This design comes from an exercise in tuning for small area, a short achievable clock period and few clock cycles per item on the open sky130 flow, not from production work.
The RTL was checked by simulation tests, not by an equivalence proof against the original design.

## exp/indigo
==> flow/design.v (excerpt) <==
module PixelSolverMultiCore (
  input               io_cmd_valid,
  output              io_cmd_ready,
  input      [27:0]   io_cmd_payload_x,
  input      [27:0]   io_cmd_payload_y,
  output              io_rsp_valid,
  input               io_rsp_ready,
  output     [5:0]    io_rsp_payload_iteration,
  input               clk,
  input               reset
);
  reg  [21:0] bx, by;
  reg         bbig, bcornerhi;
  wire        ld;
  reg         bv, rdy;
  wire        bv_n = bv ? ~ld : (io_cmd_valid & rdy);
  assign io_cmd_ready = rdy;
  always @(posedge clk or posedge reset) begin
    if (reset) begin
      bv <= 1'b0; rdy <= 1'b0;
    end else begin
      bv <= bv_n; rdy <= ~bv_n;
    end
  end
  always @(posedge clk) begin
    if (!bv) begin
      bx <= io_cmd_payload_x[21:0];
      by <= io_cmd_payload_y[21:0];
      bbig <= (io_cmd_payload_x[27:21] != {7{io_cmd_payload_x[21]}}) |
              (io_cmd_payload_y[27:21] != {7{io_cmd_payload_y[21]}});
      bcornerhi <= (io_cmd_payload_x[27:21] == 7'h40) & (io_cmd_payload_y[27:21] == 7'h40);
    end
  end
  reg  [3:0]  head, tail;
  reg  [7:0]  rob_v;
  reg  [5:0]  rob_d [0:7];
  wire robfull = (tail[3] != head[3]) & (tail[2:0] == head[2:0]);
  reg         v1, new1;
  reg  [21:0] x1, y1, x01, y01;
  reg  [21:0] sx1, sy1;
  reg  [5:0]  it1;
  reg  [2:0]  tag1;
  wire [21:0] x0s = new1 ? bx : x01;
  wire [21:0] y0s = new1 ? by : y01;
  wire [43:0] a0, a1, b0, b1;
  wire [44:0] p0, p1;
  dp1 u_dp1 (.x(x1), .y(y1), .x0(x0s), .y0(y0s),
             .a0(a0), .a1(a1), .b0(b0), .b1(b1), .p0(p0), .p1(p1));
  reg         v2, fd2;
  reg  [43:0] a0r, a1r, b0r, b1r;
  reg  [44:0] p0r, p1r;
  reg  [21:0] x02, y02;
  reg  [21:0] sx2, sy2;
  reg         cyc2;
  reg  [5:0]  it2;
  reg  [2:0]  tag2;
  always @(posedge clk or posedge reset) begin
    if (reset) v2 <= 1'b0;
    else v2 <= v1;
  end
  always @(posedge clk) begin
    a0r <= a0; a1r <= a1; b0r <= b0; b1r <= b1;
    p0r <= p0; p1r <= p1;
    x02 <= x0s; y02 <= y0s;
    cyc2 <= ~new1 & (x1 == sx1) & (y1 == sy1);
    if (new1) begin
      sx2 <= bx; sy2 <= by;
      it2 <= (bcornerhi & (bx == 22'd0) & (by == 22'd0)) ? 6'd63 : 6'd1;
      tag2 <= tail[2:0] - 3'd1;
      fd2 <= bbig;
  ...
Settings: LEC_CHECK=0, ABC_AREA=1, CAP_MARGIN=20, CORE_MARGIN=2, CORE_UTILIZATION=65, CTS_CLUSTER_DIAMETER=70, CTS_CLUSTER_SIZE=20, SLEW_MARGIN=20; clock period 17.0 ns.
standard.sh (not shown) runs the stock make flow with config.mk's settings and CLKGATE_MAP_FILE= SYNTH_SCRIPT=/design/flow/synth_recipe.tcl, a recipe that flattens the netlist after the stock synthesis.
==> flow/flow/run.sh <==
#!/bin/bash
# Layout flow: the standard synthesis, then an inverter-polarity pass on the
# synthesized netlist (flow/invopt.py: full adders are self-dual, so most
# inverters between them can go), then the standard ORFS layout with
# repair_timing asked to over-fix setup by a margin, so that the layout is
# optimised below the design's clock period.
set -euo pipefail
HERE=$(pwd)
RES=$HERE/orfs/results/$FLOW_PLATFORM/PixelSolverMultiCore/base
bash standard.sh "$RES/1_2_yosys.v" > flow_synth.log 2>&1
cp "$RES/1_2_yosys.v" "$HERE/synth_standard.v"
python3 flow/invopt.py "$HERE/synth_standard.v" "$RES/1_2_yosys.v" > flow_invopt.log 2>&1
export SETUP_SLACK_MARGIN=12.3
bash standard.sh > flow_make.log 2>&1
Other scripts of this flow, unchanged in this note and not shown: flow/flow/invopt.py
No stage failed in exp/indigo, and the final checks on the layout all came back clean.
Testbench counts of exp/indigo, summed over its fixed seeds: cycles 114,659, items 7,200.
For exp/tundra, these inputs were changed with respect to exp/indigo:
Settings: swapping 65 for 75 in CORE_UTILIZATION.
--- outcome ---
exp/tundra gives less post-route standard cell area excluding fillers than exp/indigo did.
Diff exp/tundra and exp/indigo: number of vias per cell lower in exp/indigo
Compared with exp/indigo, in exp/tundra area of the multi-input gates shows no meaningful change; number of nets in the finished design did not really move; routability congestion estimate increased by 0.063 relative to the old numbers.
exp/tundra ended with less setup slack on the worst flop-to-flop path than exp/indigo.
Edits applied to the flow inputs when going from exp/tundra to exp/zinc:
Settings: changing CORE_UTILIZATION from 75 to 65; changing SLEW_MARGIN from 20 to 10; changing CAP_MARGIN from 20 to 10.
[summary]
Summary of exp/zinc over exp/tundra: core utilization of the finished layout decreased by 9.9 points relative to the old numbers, setup slack after layout grew by 0.023 ns. exp/tundra and exp/zinc ended up with nearly the same proportion of cell area spent on the clock network.
What exp/nickel does differently from exp/zinc at the input level:
Settings: SLEW_MARGIN changed from 10 to 20; CAP_MARGIN changed from 10 to 20; CORE_UTILIZATION changed from 65 to 55.
--- outcome ---
The count of cells along the worst register-to-register path reported for exp/nickel is smaller than that of exp/zinc by 3. Summary of exp/nickel over exp/zinc: relative area change from synthesis to final layout now sits at about the same level; sequential share of layout area now sits at about the same level; total global-route track usage now sits lower. For final area, exp/zinc and exp/nickel come out practically identical. exp/zinc → exp/nickel: number of standard cells in the layout, taps in and fillers out moved up, fraction of the cycle the final worst path needs level. Status: fmax parity (exp/zinc, exp/nickel). Compared with exp/zinc, exp/nickel improves count of routing violations after the opening detailed-route iteration.


run B:
PixelSolverMultiCore, a different RTL version from the one above (not shown whole).
Size: ~68 I/O pins, roughly 0.048 sq mm of cells after synthesis.
==> flow/config.mk <==
export PLATFORM = sky130hd
export DESIGN_NAME = PixelSolverMultiCore
export DESIGN_NICKNAME = PixelSolverMultiCore
export VERILOG_FILES = /design/flow/design.v
export SDC_FILE = /design/flow/constraint.sdc
export NUM_CORES = 4
export LEC_CHECK = 0
export CAP_MARGIN = 20
export CORE_MARGIN = 2
export CORE_UTILIZATION = 55
export CTS_CLUSTER_DIAMETER = 100
export CTS_CLUSTER_SIZE = 30
export SLEW_MARGIN = 20
==> flow/constraint.sdc <==
create_clock -name core_clock -period 17.0 [get_ports {clk}]
set_input_delay 3.4000 -clock core_clock [delete_from_list [all_inputs] [get_ports {clk}]]
set_output_delay 3.4000 -clock core_clock [all_outputs]
set_load 0.01 [all_outputs]
==> flow/flow/run.sh <==
#!/bin/bash
# Layout flow: the standard synthesis, then an inverter-polarity pass on the
# synthesized netlist (flow/invopt.py: full adders are self-dual, so most
# inverters between them can go), then the standard ORFS layout with
# repair_timing asked to over-fix setup by a margin, so that the layout is
# optimised below the design's clock period.
set -euo pipefail
HERE=$(pwd)
RES=$HERE/orfs/results/$FLOW_PLATFORM/PixelSolverMultiCore/base
bash standard.sh "$RES/1_2_yosys.v" > flow_synth.log 2>&1
cp "$RES/1_2_yosys.v" "$HERE/synth_standard.v"
python3 flow/invopt.py "$HERE/synth_standard.v" "$RES/1_2_yosys.v" > flow_invopt.log 2>&1
export SETUP_SLACK_MARGIN=12.2
bash standard.sh > flow_make.log 2>&1
Other scripts of this flow, unchanged in this note and not shown: flow/flow/invopt.py
Testbench counts of run B, summed over its fixed seeds: cycles 114,659, items 7,200.
Input changes introduced in run E (baseline for comparison: run B):
Settings: CTS_CLUSTER_DIAMETER no longer set, was 100; CORE_UTILIZATION now 40, was 55; CTS_CLUSTER_SIZE no longer set, was 30.
Findings:
A uppermost metal layer occupied by signal nets of met5 is what run E shows, while met4 belongs to run B. Die size: run E exceeds run B. Via count: run E and run B compared, lower one is run B. Delta(H-tree level count, run E - run B) > 0. When the final numbers for run E and run B were put side by side, the post-route worst setup slack turned out to be smaller in run B. Run E ended with less total global-route track usage than run B. Count of clock-buffer cells in the layout for run E is higher than for run B.


Another version of the RTL of PixelSolverMultiCore (not shown whole).
Size in the first run: about 68 I/O pins, ~48000 um^2 of cells after synthesis.
// PixelSolverMultiCore
module PixelSolverMultiCore (
  input               io_cmd_valid,
  output              io_cmd_ready,
  input      [27:0]   io_cmd_payload_x,
  input      [27:0]   io_cmd_payload_y,
  output              io_rsp_valid,
  input               io_rsp_ready,
  output     [5:0]    io_rsp_payload_iteration,
  input               clk,
  input               reset
);
  reg  [21:0] bx, by;
  reg         bbig, bcorner;
  wire        ld;
  reg         bv;
  assign io_cmd_ready = ~bv;
  always @(posedge clk or posedge reset) begin
    if (reset) bv <= 1'b0;
    else if (bv) bv <= ~ld;
    else bv <= io_cmd_valid;
  end
  always @(posedge clk) begin
    if (!bv) begin
      bx <= io_cmd_payload_x[21:0];
      by <= io_cmd_payload_y[21:0];
      bbig <= (io_cmd_payload_x[27:21] != {7{io_cmd_payload_x[21]}}) |
              (io_cmd_payload_y[27:21] != {7{io_cmd_payload_y[21]}});
      bcorner <= (io_cmd_payload_x == 28'h8000000) & (io_cmd_payload_y == 28'h8000000);
    end
  end
  reg  [3:0]  head, tail;
  reg  [7:0]  rob_v;
  reg  [5:0]  rob_d [0:7];
  wire robfull = (tail[3] != head[3]) & (tail[2:0] == head[2:0]);
  reg         v1, new1;
  reg  [21:0] x1, y1, x01, y01;
  ...
==> flow/config.mk <==
export PLATFORM = sky130hd
export DESIGN_NAME = PixelSolverMultiCore
export DESIGN_NICKNAME = PixelSolverMultiCore
export VERILOG_FILES = /design/flow/design.v
export SDC_FILE = /design/flow/constraint.sdc
export NUM_CORES = 4
export LEC_CHECK = 0
export ABC_AREA = 1
export CAP_MARGIN = 20
export CORE_MARGIN = 2
export CORE_UTILIZATION = 55
export SLEW_MARGIN = 20
==> flow/constraint.sdc <==
create_clock -name core_clock -period 17.0 [get_ports {clk}]
set_input_delay 3.4000 -clock core_clock [delete_from_list [all_inputs] [get_ports {clk}]]
set_output_delay 3.4000 -clock core_clock [all_outputs]
set_load 0.01 [all_outputs]
==> flow/flow/run.sh <==
#!/bin/bash
# Layout flow: the standard synthesis, then an inverter-polarity pass on the
# synthesized netlist (flow/invopt.py: full adders are self-dual, so most
# inverters between them can go), then the standard ORFS layout with
# repair_timing asked to over-fix setup by a margin, so that the layout is
# optimised below the design's clock period.
set -euo pipefail
HERE=$(pwd)
RES=$HERE/orfs/results/$FLOW_PLATFORM/PixelSolverMultiCore/base
bash standard.sh "$RES/1_2_yosys.v" > flow_synth.log 2>&1
cp "$RES/1_2_yosys.v" "$HERE/synth_standard.v"
python3 flow/invopt.py "$HERE/synth_standard.v" "$RES/1_2_yosys.v" > flow_invopt.log 2>&1
export SETUP_SLACK_MARGIN=12.3
bash standard.sh > flow_make.log 2>&1
Other scripts of this flow, unchanged in this note and not shown: flow/flow/invopt.py
Testbench counts at the start, summed over its fixed seeds: cycles 114,659, items 7,200.
Change:
--- a/flow/config.mk
+++ b/flow/config.mk
@@ -6,5 +6,4 @@
 export NUM_CORES = 4
 export LEC_CHECK = 0
-export ABC_AREA = 1
 export CAP_MARGIN = 20
 export CORE_MARGIN = 2
=> Setup slack degrades by 0.20 ns; clock skew climbs by 0.017 ns; global-route usage climbs by 0.78 points; final area barely changes; critical path depth climbs by 15.

[afterwards: timing with drivers on the ports]
The flow's constraints put no driver on any port. The routed layouts listed below were extracted and timed again, unchanged, in two steps.
Step 1 assumes that a clkbuf_16 drives the clock port and a buf_2 every other input.
Step 2 also shifts input and output timing later by t, the mid clock arrival at the registers, as if the neighbouring blocks saw the same clock.
Slacks: no drivers / after step 1 / after step 2; pairs: no drivers / after step 1.
run	t, ns	setup WS [ns]	worst hold slack (ns)
exp/indigo	0.691	12.354 / 12.289 / 12.013	0.326 / 0.326 / 0.326
exp/tundra	0.689	12.331 / 12.265 / 12.089	0.321 / 0.321 / 0.321
exp/zinc	0.691	12.354 / 12.289 / 12.013	0.326 / 0.326 / 0.326
exp/nickel	0.691	12.353 / 12.286 / 12.002	0.317 / 0.317 / 0.317
run B	0.736	11.763 / 11.763 / 11.594	0.332 / 0.332 / 0.332
run E	0.714	11.779 / 11.779 / 11.497	0.326 / 0.326 / 0.326
the first run of note 3	0.703	12.232 / 12.162 / 11.757	0.316 / 0.316 / 0.316
the second run of note 3	0.705	12.030 / 12.030 / 11.728	0.305 / 0.305 / 0.305
After both steps setup and hold are still met in every run listed. The setup slack of the first run of note 3, which loses most, moves by -0.070 ns with the drivers and by -0.475 ns with both steps.
